This design comes from an exercise in tuning for small area and a short achievable clock period on the open sky130 flow, not from production work. The RTL was checked by simulation tests, not by an equivalence proof against the original design. Power and IR drop assume default switching activity.

==> inputs of v21 <==
Design pipeline_riscv, start of the top module:
module pipeline_riscv (
  input          clk,
  input          nrst,
  input  [31:0]  inst,
  input  [31:0]  data_in,
  output [31:0]  inst_addr,
  output [31:0]  data_addr,
  output [31:0]  data_out,
  output         data_wr,
  output [31:0]  pc_IF,
  output [31:0]  pc_ID,
  output [31:0]  pc_EXE,
  output [31:0]  pc_MEM,
  output [31:0]  pc_WB
  );
  reg  [31:0] pc_r;                       
  reg  [31:0] pc_id, ir;                  
  reg  [4:0]  rs2_r;                      
  reg  [31:0] pc_ex, opa_r, opb_r, md_r;  
  reg  [15:0] imm_r;                      
  reg         ex_add, ex_sub, ex_slt, ex_beq, ex_bne;
  reg         ex_ld, ex_sw, ex_jal, ex_rdw;
  reg  [4:0]  ex_wa;
  reg         fa_r, fb_r, fs_r;           
  reg  [31:0] pc_mem, alu_m, md_m;        
  reg         me_ld, me_sw, me_jal, me_rdw;
  reg  [4:0]  me_wa;
  reg  [31:0] pc_wb, rd_w;                
  reg         wb_ld, wb_rdw;
  reg  [4:0]  wb_wa;
  reg  [31:0] rf [1:31];
  wire [5:0] op  = ir[5:0];
  wire [4:0] rd  = ir[10:6];
  wire [4:0] rs1 = ir[19:15];
  wire [4:0] rs2 = ir[24:20];
  wire [6:0] fn  = ir[31:25];
  wire op0    = (op == 6'h00);
  wire f8     = (fn == 7'h08);
  wire d_jr   = op0 & f8;
  wire d_r    = op0 & ~f8;
  wire d_i    = (op == 6'h08) | (op == 6'h0A);
  wire d_ld   = (op == 6'h23);
  wire d_sw   = (op == 6'h2B);
  wire d_br   = (op == 6'h04) | (op == 6'h05);
  wire d_j    = (op == 6'h02);
  wire d_jal  = (op == 6'h03);
  wire d_jt   = d_jr | d_j | d_jal;
  ...
clock: 7.5 ns
lec_check: 0
cap_margin: 20
core_margin: 2
core_utilization: 72
cts_buf_list: sky130_fd_sc_hd__clkbuf_16
cts_cluster_diameter: 80
cts_cluster_size: 20
place_density: 0.82
setup_slack_margin: 4
slew_margin: 20
synth_hierarchical: 1
standard.sh (not shown) runs the stock make flow with config.mk's settings and CLKGATE_MAP_FILE= SYNTH_SCRIPT=/design/flow/synth_recipe.tcl, a recipe that flattens the netlist after the stock synthesis.
==> flow/flow/run.sh <==
#!/bin/bash
# The standard layout (standard.sh, unchanged synthesis and steps) with two
# changes: the port buffers are buf_1 cells instead of the default delay
# buffers, and clock tree synthesis inserts no dummy loads.
set -euo pipefail
export BUFFER_PORTS_ARGS="-buffer_cell sky130_fd_sc_hd__buf_1"
export CTS_ARGS="-sink_clustering_enable -repair_clock_nets -sink_clustering_size 20 -sink_clustering_max_diameter 80 -buf_list sky130_fd_sc_hd__clkbuf_16 -dont_use_dummy_load"
bash standard.sh > standard.log 2>&1
==> v7: changes against v21 <==
--- a/flow/design.v
+++ b/flow/design.v
@@ -20,11 +20,11 @@
   reg  [31:0] pc_ex, opa_r, opb_r, md_r;  
   reg  [15:0] imm_r;                      
   reg         ex_add, ex_sub, ex_slt, ex_beq, ex_bne;
   reg         ex_ld, ex_sw, ex_jal, ex_rdw;
   reg  [4:0]  ex_wa;
-  reg         fa_r, fb_r, fs_r;           
+  reg         ex_inv;                     
   reg  [31:0] pc_mem, alu_m, md_m;        
   reg         me_ld, me_sw, me_jal, me_rdw;
   reg  [4:0]  me_wa;
   reg  [31:0] pc_wb, rd_w;                
   reg         wb_ld, wb_rdw;
@@ -72,32 +72,34 @@
   wire [2:0] rs1dep = (rs1 != 5'd0 && !d_jt)        ? rs1hit : 3'b000;
   wire [2:0] rs2dep = (rs2 != 5'd0 && (d_r | d_br)) ? rs2hit : 3'b000;
   wire [2:0] rddep  = (rd  != 5'd0 && ((d_jt & f8) | d_sw)) ? rdhit : 3'b000;
   wire stall = |((rs1dep | rs2dep | rddep) & {ex_ld, me_ld, wb_ld});
   wire [31:0] rdata_m = me_ld ? data_in : me_jal ? pc_mem + 32'd4 : alu_m;
-  wire [31:0] opa_id = rs1dep[1] ? rdata_m : rs1dep[0] ? rd_w : rfa;
   wire        d_sub  = d_br | (op0 & (fn == 7'h22));
   wire        d_slt  = (op == 6'h0A) | (op0 & ((fn == 7'h0A) | (fn == 7'h2A)));
-  wire [31:0] opb_id = (d_uimm ? {{16{ir[31]}}, ir[31:20], ir[14:11]} :
-                        rs2dep[1] ? rdata_m : rs2dep[0] ? rd_w : rfb) ^ {32{d_sub | d_slt}};
-  wire [31:0] md_id  = rddep[1] ? rdata_m : rddep[0] ? rd_w : rfb;
-  wire        sub = ex_sub | ex_slt;
-  wire [31:0] opa = fa_r ? alu_m : opa_r;
-  wire [31:0] bx  = fb_r ? alu_m ^ {32{sub}} : opb_r;    
-  wire [31:0] mdx = fs_r ? alu_m : md_r;
+  wire [31:0] opa_id = rs1dep[2] ? alu_e : rs1dep[1] ? rdata_m : rs1dep[0] ? rd_w : rfa;
+  wire [31:0] opb_id = d_uimm ? {{16{ir[31]}}, ir[31:20], ir[14:11]} :
+                       rs2dep[2] ? alu_e : rs2dep[1] ? rdata_m : rs2dep[0] ? rd_w : rfb;
+  wire        sub = ex_inv;
+  wire [31:0] opa = opa_r;
+  wire [31:0] bx  = opb_r ^ {32{sub}};                  
+  wire [31:0] mdx = md_r;
   wire [31:0] ag, at, ax, carry, sum;
   alu_gt   u_gt   (.a(opa), .b(bx), .g(ag), .t(at));
   alu_xor  u_xa   (.a(opa), .b(bx), .y(ax));
   alu_pfx  u_pfx  (.g(ag), .t(at), .cin(sub), .c(carry));
   alu_xor  u_xs   (.a(ax), .b({carry[30:0], sub}), .y(sum));
-  wire        lt   = (opa[31] ^ ~bx[31]) ? opa[31] : sum[31];    
-  wire [31:0] alu_e = (ex_add | ex_sub) ? sum : {31'd0, ex_slt & lt};
-  wire        eq   = &ax;                                     
+  wire        lt   = (opa[31] ^ opb_r[31]) ? opa[31] : sum[31];
+  wire [31:0] alu_e = ({32{ex_add | ex_sub}} & sum) | {31'd0, ex_slt & lt};
+  wire        eq   = (opa_r == opb_r);
   wire        taken = (ex_beq & eq) | (ex_bne & ~eq);
   wire [31:0] bra_pc = pc_ex + 32'd4 + {{16{imm_r[15]}}, imm_r};
   wire flush1 = ~stall & (taken | d_jt);
   wire flush0 = ~stall & taken;
+  wire        md_kill = flush0 | stall;
+  wire [31:0] md_id  = rddep[2] ? alu_e : rddep[1] ? rdata_m : rddep[0] ? rd_w :
+                       md_kill ? 32'd0 : rfb;
   wire jr_alu = d_jr & ~rddep[2] & ~rddep[1] & rddep[0];
   wire [31:0] pc_early = (d_j | d_jal) ? {{6{ir[31]}}, ir[31:6]} :
                          d_jr ? (rddep[2] ? rd_w : rddep[1] ? alu_m : rfb) : pc_r + 32'd4;
   wire        pc_go   = nrst & ~stall & ~taken;
   wire [31:0] pc_rest = !nrst ? 32'd0 : stall ? pc_r : taken ? bra_pc : jr_alu ? 32'd0 : pc_early;
@@ -118,19 +120,18 @@
     opa_r <= opa_id;
     opb_r <= opb_id;
     imm_r <= {ir[31:25], ir[14:6]};
     if (!nrst)
       md_r <= 32'd0;
-    else if (rddep[1] || rddep[0] || !(flush0 || stall))
+    else
       md_r <= md_id;
-    else
-      md_r <= 32'd0;
     if (!nrst || flush0 || stall) begin
       pc_ex   <= 32'd0;
       ex_add  <= 1'b0;
       ex_sub  <= 1'b0;
       ex_slt  <= 1'b0;
+      ex_inv  <= 1'b0;
       ex_beq  <= 1'b0;
       ex_bne  <= 1'b0;
       ex_ld   <= 1'b0;
       ex_sw   <= 1'b0;
       ex_jal  <= 1'b0;
@@ -138,27 +139,19 @@
       ex_wa   <= 5'd0;
     end else begin
       pc_ex   <= pc_id;
       ex_add  <= (op == 6'h08) | d_ld | d_sw | (op0 & ((fn == 7'h20) | f8));
       ex_sub  <= d_br | (op0 & (fn == 7'h22));
-      ex_slt  <= (op == 6'h0A) | (op0 & ((fn == 7'h0A) | (fn == 7'h2A)));
+      ex_slt  <= d_slt;
+      ex_inv  <= d_sub | d_slt;
       ex_beq  <= (op == 6'h04);
       ex_bne  <= (op == 6'h05);
       ex_ld   <= d_ld;
       ex_sw   <= d_sw;
       ex_jal  <= d_jal;
       ex_rdw  <= d_rdw;
       ex_wa   <= d_wr ? (d_jal ? 5'd1 : rd) : 5'd0;
-    end
-    if (!nrst) begin
-      fa_r <= 1'b0;
-      fb_r <= 1'b0;
-      fs_r <= 1'b0;
-    end else begin
-      fa_r <= rs1dep[2];
-      fb_r <= rs2dep[2];
-      fs_r <= rddep[2];
     end
     if (!nrst) begin
       pc_mem <= 32'd0;
       md_m   <= 32'd0;
       me_ld  <= 1'b0;
==> flow/run.sh (new file) <==
#!/bin/bash
# synth_recipe.tcl (not shown) runs the flow's synth.tcl, then flattens the netlist and writes it again
# the make line also repeats each setting of config.mk as NAME=value (left out here)
make -C /OpenROAD-flow-scripts/flow DESIGN_CONFIG=/design/flow/config.mk WORK_HOME=/design/flow/orfs CLKGATE_MAP_FILE= SYNTH_SCRIPT=/design/flow/synth_recipe.tcl finish
removed: flow/flow/run.sh
removed: flow/standard.sh
==> v4: changes against v21 <==
==> flow/design.v (replaced) <==
`timescale 1ns/1ps
module pipeline_riscv (
  input          clk,
  input          nrst,
  input  [31:0]  inst,
  input  [31:0]  data_in,
  output [31:0]  inst_addr,
  output [31:0]  data_addr,
  output [31:0]  data_out,
  output         data_wr,
  output [31:0]  pc_IF,
  output [31:0]  pc_ID,
  output [31:0]  pc_EXE,
  output [31:0]  pc_MEM,
  output [31:0]  pc_WB
  );
  reg  [31:0] pc_r;                       
  reg  [31:0] pc_id, ir;                  
  reg  [4:0]  rs2_r;                      
  reg  [31:0] pc_ex, opa_r, md_r;         
  reg  [15:0] imm_r;
  reg         ex_add, ex_sub, ex_slt, ex_beq, ex_bne, ex_uimm;
  reg         ex_ld, ex_sw, ex_jal, ex_rdw;
  reg  [4:0]  ex_wa;
  reg  [3:0]  sel_a;                      
  reg  [3:0]  sel_b;                      
  reg  [3:0]  sel_s;                      
  reg  [31:0] pc_mem, alu_m, md_m;        
  reg         me_ld, me_sw, me_jal, me_rdw;
  reg  [4:0]  me_wa;
  reg  [31:0] pc_wb, rd_w, fwd3;          
  reg         wb_ld, wb_rdw;
  reg  [4:0]  wb_wa;
  reg  [31:0] rf [1:31];
  wire [5:0] op  = ir[5:0];
  wire [4:0] rd  = ir[10:6];
  wire [4:0] rs1 = ir[19:15];
  wire [4:0] rs2 = ir[24:20];
  wire [6:0] fn  = ir[31:25];
  wire op0    = (op == 6'h00);
  wire f8     = (fn == 7'h08);
  wire d_jr   = op0 & f8;
  wire d_r    = op0 & ~f8;
  wire d_i    = (op == 6'h08) | (op == 6'h0A);
  wire d_ld   = (op == 6'h23);
  wire d_sw   = (op == 6'h2B);
  wire d_br   = (op == 6'h04) | (op == 6'h05);
  wire d_j    = (op == 6'h02);
  wire d_jal  = (op == 6'h03);
  wire d_jt   = d_jr | d_j | d_jal;
  wire d_wr   = op0 | d_i | d_ld | d_jal;
  wire d_rdw  = d_r | d_i | d_ld | d_jal;
  wire [4:0] rs2a = rs2_r;
  wire [5:0] iop = inst[5:0];
  wire [4:0] rs2_if = ((iop == 6'h00 && inst[31:25] == 7'h08) || iop == 6'h2B) ? inst[10:6] : inst[24:20];
  wire [31:0] pc_if = pc_r;
  wire [32*32-1:0] rf_flat;
  wire [31:0] sel_ra, sel_rb, rfa, rfb;
  assign rf_flat[31:0] = 32'd0;
  genvar gr;
  generate
    for (gr = 1; gr < 32; gr = gr + 1) begin : rflat
      assign rf_flat[gr*32 +: 32] = rf[gr];
    end
    for (gr = 0; gr < 32; gr = gr + 1) begin : rdec
      assign sel_ra[gr] = (rs1 == gr);
      assign sel_rb[gr] = (rs2a == gr);
    end
  endgenerate
  rf_rdport port_a (.sel(sel_ra), .rf_flat(rf_flat), .q(rfa));
  rf_rdport port_b (.sel(sel_rb), .rf_flat(rf_flat), .q(rfb));
  wire [2:0] rs1hit = { rs1 == ex_wa & ex_rdw, rs1 == me_wa & me_rdw, rs1 == wb_wa & wb_rdw };
  wire [2:0] rs2hit = { rs2 == ex_wa & ex_rdw, rs2 == me_wa & me_rdw, rs2 == wb_wa & wb_rdw };
  wire [2:0] rdhit  = { rd  == ex_wa & ex_rdw, rd  == me_wa & me_rdw, rd  == wb_wa & wb_rdw };
  wire [2:0] rs1dep = (rs1 != 5'd0 && !d_jt)        ? rs1hit : 3'b000;
  wire [2:0] rs2dep = (rs2 != 5'd0 && (d_r | d_br)) ? rs2hit : 3'b000;
  wire [2:0] rddep  = (rd  != 5'd0 && ((d_jt & f8) | d_sw)) ? rdhit : 3'b000;
  wire stall = |((rs1dep | rs2dep | rddep) & {ex_ld, me_ld, wb_ld});
  wire [31:0] opb_r = ex_uimm ? {{16{imm_r[15]}}, imm_r} : md_r;
  wire [31:0] opa = ({32{sel_a[3]}} & alu_m) | ({32{sel_a[2]}} & rd_w) |
                    ({32{sel_a[1]}} & fwd3)  | ({32{sel_a[0]}} & opa_r);
  wire [31:0] opb = ({32{sel_b[3]}} & alu_m) | ({32{sel_b[2]}} & rd_w) |
                    ({32{sel_b[1]}} & fwd3)  | ({32{sel_b[0]}} & opb_r);
  wire [31:0] mdx = ({32{sel_s[3]}} & alu_m) | ({32{sel_s[2]}} & rd_w) |
                    ({32{sel_s[1]}} & fwd3)  | ({32{sel_s[0]}} & md_r);
  wire        sub  = ex_sub | ex_slt;
  wire [31:0] sum  = opa + (sub ? ~opb : opb) + {31'd0, sub};
  wire        lt   = (opa[31] ^ opb[31]) ? opa[31] : sum[31];
  wire [31:0] alu_e = (ex_add | ex_sub) ? sum : {31'd0, ex_slt & lt};
  wire        eq   = (opa == opb);
  wire        taken = (ex_beq & eq) | (ex_bne & ~eq);
  wire [31:0] bra_pc = pc_ex + 32'd4 + {{16{imm_r[15]}}, imm_r};
  wire flush1 = ~stall & (taken | d_jt);
  wire flush0 = ~stall & taken;
  wire jr_alu = d_jr & ~rddep[2] & ~rddep[1] & rddep[0];
  wire [31:0] pc_early = (d_j | d_jal) ? {{6{ir[31]}}, ir[31:6]} :
                         d_jr ? (rddep[2] ? rd_w : rddep[1] ? alu_m : rfb) : pc_if + 32'd4;
  wire [31:0] next_pc = taken ? bra_pc : jr_alu ? alu_e : pc_early;
  wire [31:0] rdata_m = me_ld ? data_in : me_jal ? pc_mem + 32'd4 : alu_m;
  always @(posedge clk) begin
    if (!nrst)
      pc_r <= 32'd0;
    else if (!stall)
      pc_r <= next_pc;
    if (!nrst || flush1) begin
      pc_id <= 32'd0;
      ir    <= 32'd0;
      rs2_r <= 5'd0;
    end else if (!stall) begin
      pc_id <= pc_if;
      ir    <= inst;
      rs2_r <= rs2_if;
    end
    opa_r <= rfa;
    imm_r <= d_br ? {ir[31:25], ir[14:6]} : {ir[31:20], ir[14:11]};
    if (!nrst || flush0 || stall) begin
      pc_ex   <= 32'd0;
      md_r    <= 32'd0;
      ex_add  <= 1'b0;
      ex_sub  <= 1'b0;
      ex_slt  <= 1'b0;
      ex_beq  <= 1'b0;
      ex_bne  <= 1'b0;
      ex_uimm <= 1'b0;
      ex_ld   <= 1'b0;
      ex_sw   <= 1'b0;
      ex_jal  <= 1'b0;
      ex_rdw  <= 1'b0;
      ex_wa   <= 5'd0;
    end else begin
      pc_ex   <= pc_id;
      md_r    <= rfb;
      ex_add  <= (op == 6'h08) | d_ld | d_sw | (op0 & ((fn == 7'h20) | f8));
      ex_sub  <= d_br | (op0 & (fn == 7'h22));
      ex_slt  <= (op == 6'h0A) | (op0 & ((fn == 7'h0A) | (fn == 7'h2A)));
      ex_beq  <= (op == 6'h04);
      ex_bne  <= (op == 6'h05);
      ex_uimm <= d_i | d_ld | d_sw;
      ex_ld   <= d_ld;
      ex_sw   <= d_sw;
      ex_jal  <= d_jal;
      ex_rdw  <= d_rdw;
      ex_wa   <= d_wr ? (d_jal ? 5'd1 : rd) : 5'd0;
    end
    if (!nrst) begin
      sel_a <= 4'b0001;
      sel_b <= 4'b0001;
      sel_s <= 4'b0001;
    end else begin
      sel_a <= {rs1dep[2], ~rs1dep[2] & rs1dep[1], ~rs1dep[2] & ~rs1dep[1] & rs1dep[0], ~|rs1dep};
      sel_b <= {rs2dep[2], ~rs2dep[2] & rs2dep[1], ~rs2dep[2] & ~rs2dep[1] & rs2dep[0], ~|rs2dep};
      sel_s <= {rddep[2],  ~rddep[2]  & rddep[1],  ~rddep[2]  & ~rddep[1]  & rddep[0],  ~|rddep};
    end
    if (!nrst) begin
      pc_mem <= 32'd0;
      alu_m  <= 32'd0;
      md_m   <= 32'd0;
      me_ld  <= 1'b0;
      me_sw  <= 1'b0;
      me_jal <= 1'b0;
      me_rdw <= 1'b0;
      me_wa  <= 5'd0;
    end else begin
      pc_mem <= pc_ex;
      alu_m  <= alu_e;
      md_m   <= mdx;
      me_ld  <= ex_ld;
      me_sw  <= ex_sw;
      me_jal <= ex_jal;
      me_rdw <= ex_rdw;
      me_wa  <= ex_wa;
    end
    rd_w <= rdata_m;
    fwd3 <= rd_w;
    if (!nrst) begin
      pc_wb  <= 32'd0;
      wb_ld  <= 1'b0;
      wb_rdw <= 1'b0;
      wb_wa  <= 5'd0;
    end else begin
      pc_wb  <= pc_mem;
      wb_ld  <= me_ld;
      wb_rdw <= me_rdw;
      wb_wa  <= me_wa;
    end
  end
  genvar g;
  generate
    for (g = 1; g < 32; g = g + 1) begin : regs
      always @(posedge clk)
        if (!nrst || wb_wa == g)
          rf[g] <= nrst ? rd_w : 32'd0;
    end
  endgenerate
  assign inst_addr = pc_if;
  assign pc_IF     = pc_if;
  assign pc_ID     = pc_id;
  assign pc_EXE    = pc_ex;
  assign pc_MEM    = pc_mem;
  assign pc_WB     = pc_wb;
  assign data_addr = alu_m;
  assign data_out  = md_m;
  assign data_wr   = me_sw;
endmodule
module rf_rdport (
  input  [31:0]      sel,
  input  [32*32-1:0] rf_flat,
  output [31:0]      q
  );
  wire [31:0] n [0:10];
  genvar j, b;
  generate
    for (j = 0; j < 11; j = j + 1) begin : grp
      for (b = 0; b < 32; b = b + 1) begin : bt
        if (j < 10) begin : g3
          rf_aoi222 u (.a1(sel[3*j+1]), .a2(rf_flat[(3*j+1)*32+b]),
                       .b1(sel[3*j+2]), .b2(rf_flat[(3*j+2)*32+b]),
                       .c1(sel[3*j+3]), .c2(rf_flat[(3*j+3)*32+b]), .y(n[j][b]));
        end else begin : g1
          assign n[j][b] = ~(sel[31] & rf_flat[31*32+b]);
        end
      end
    end
  endgenerate
  assign q = ~(n[0] & n[1] & n[2] & n[3] & n[4] & n[5] & n[6] & n[7] & n[8] & n[9] & n[10]);
endmodule
module rf_aoi222 (
  input  a1, a2, b1, b2, c1, c2,
  output y
  );
  assign y = ~((a1 & a2) | (b1 & b2) | (c1 & c2));
endmodule
==> flow/run.sh (new file) <==
#!/bin/bash
# synth_recipe.tcl (not shown) runs the flow's synth.tcl, then flattens the netlist and writes it again
# the make line also repeats each setting of config.mk as NAME=value (left out here)
make -C /OpenROAD-flow-scripts/flow DESIGN_CONFIG=/design/flow/config.mk WORK_HOME=/design/flow/orfs CLKGATE_MAP_FILE= SYNTH_SCRIPT=/design/flow/synth_recipe.tcl finish
--- a/flow/config.mk
+++ b/flow/config.mk
@@ -5,13 +5,13 @@
 export SDC_FILE = /design/flow/constraint.sdc
 export NUM_CORES = 4
 export LEC_CHECK = 0
 export CAP_MARGIN = 20
 export CORE_MARGIN = 2
-export CORE_UTILIZATION = 72
+export CORE_UTILIZATION = 65
 export CTS_BUF_LIST = sky130_fd_sc_hd__clkbuf_16
 export CTS_CLUSTER_DIAMETER = 80
 export CTS_CLUSTER_SIZE = 20
-export PLACE_DENSITY = 0.82
+export PLACE_DENSITY = 0.75
 export SETUP_SLACK_MARGIN = 4
 export SLEW_MARGIN = 20
 export SYNTH_HIERARCHICAL = 1
removed: flow/flow/run.sh
removed: flow/standard.sh
==> notes <==
- v4 finished clean. v21 completed without violations. v7 ended with an error in global routing (5_1_grt) on GRT-0232.
- In v21 the power is lower than in v4, by 1.4%.
- Between v21 and v4, the lower first-iteration DRC count is in v4 (gap 2.1%, measured against v4).
- Against v4, the non-clock buffer count of v21 is lower by 35.
- Against v4, the clock-buffer cell count of v21 is lower by 1.
- In v4 the worst hold slack is worse than in v21, by 22 ps.

## static timing again, ports no longer ideal
The flow's constraints put no driver on any port. The routed layouts listed below were extracted and timed again, unchanged, in two steps. Step 1: set_driving_cell puts a clkbuf_16 on clk and a buf_2 on each other input, an assumption about the parent block. Step 2 also shifts input and output timing later by t, the mid clock arrival at the registers, as if the neighbouring blocks saw the same clock. Slacks: ideal / step 1 / step 2; pairs: ideal / step 1.
run	shift t [ns]	setup WS [ns]	hold WS [ns]
v21	0.739	3.518 / 3.518 / 3.269	0.424 / 0.424 / 0.424
v4	0.784	3.600 / 3.600 / 3.357	0.402 / 0.402 / 0.402
After both steps setup and hold are still met in every run listed. The setup slack of v21, which loses most, moves by 0.000 ns with the drivers and by -0.249 ns with both steps.
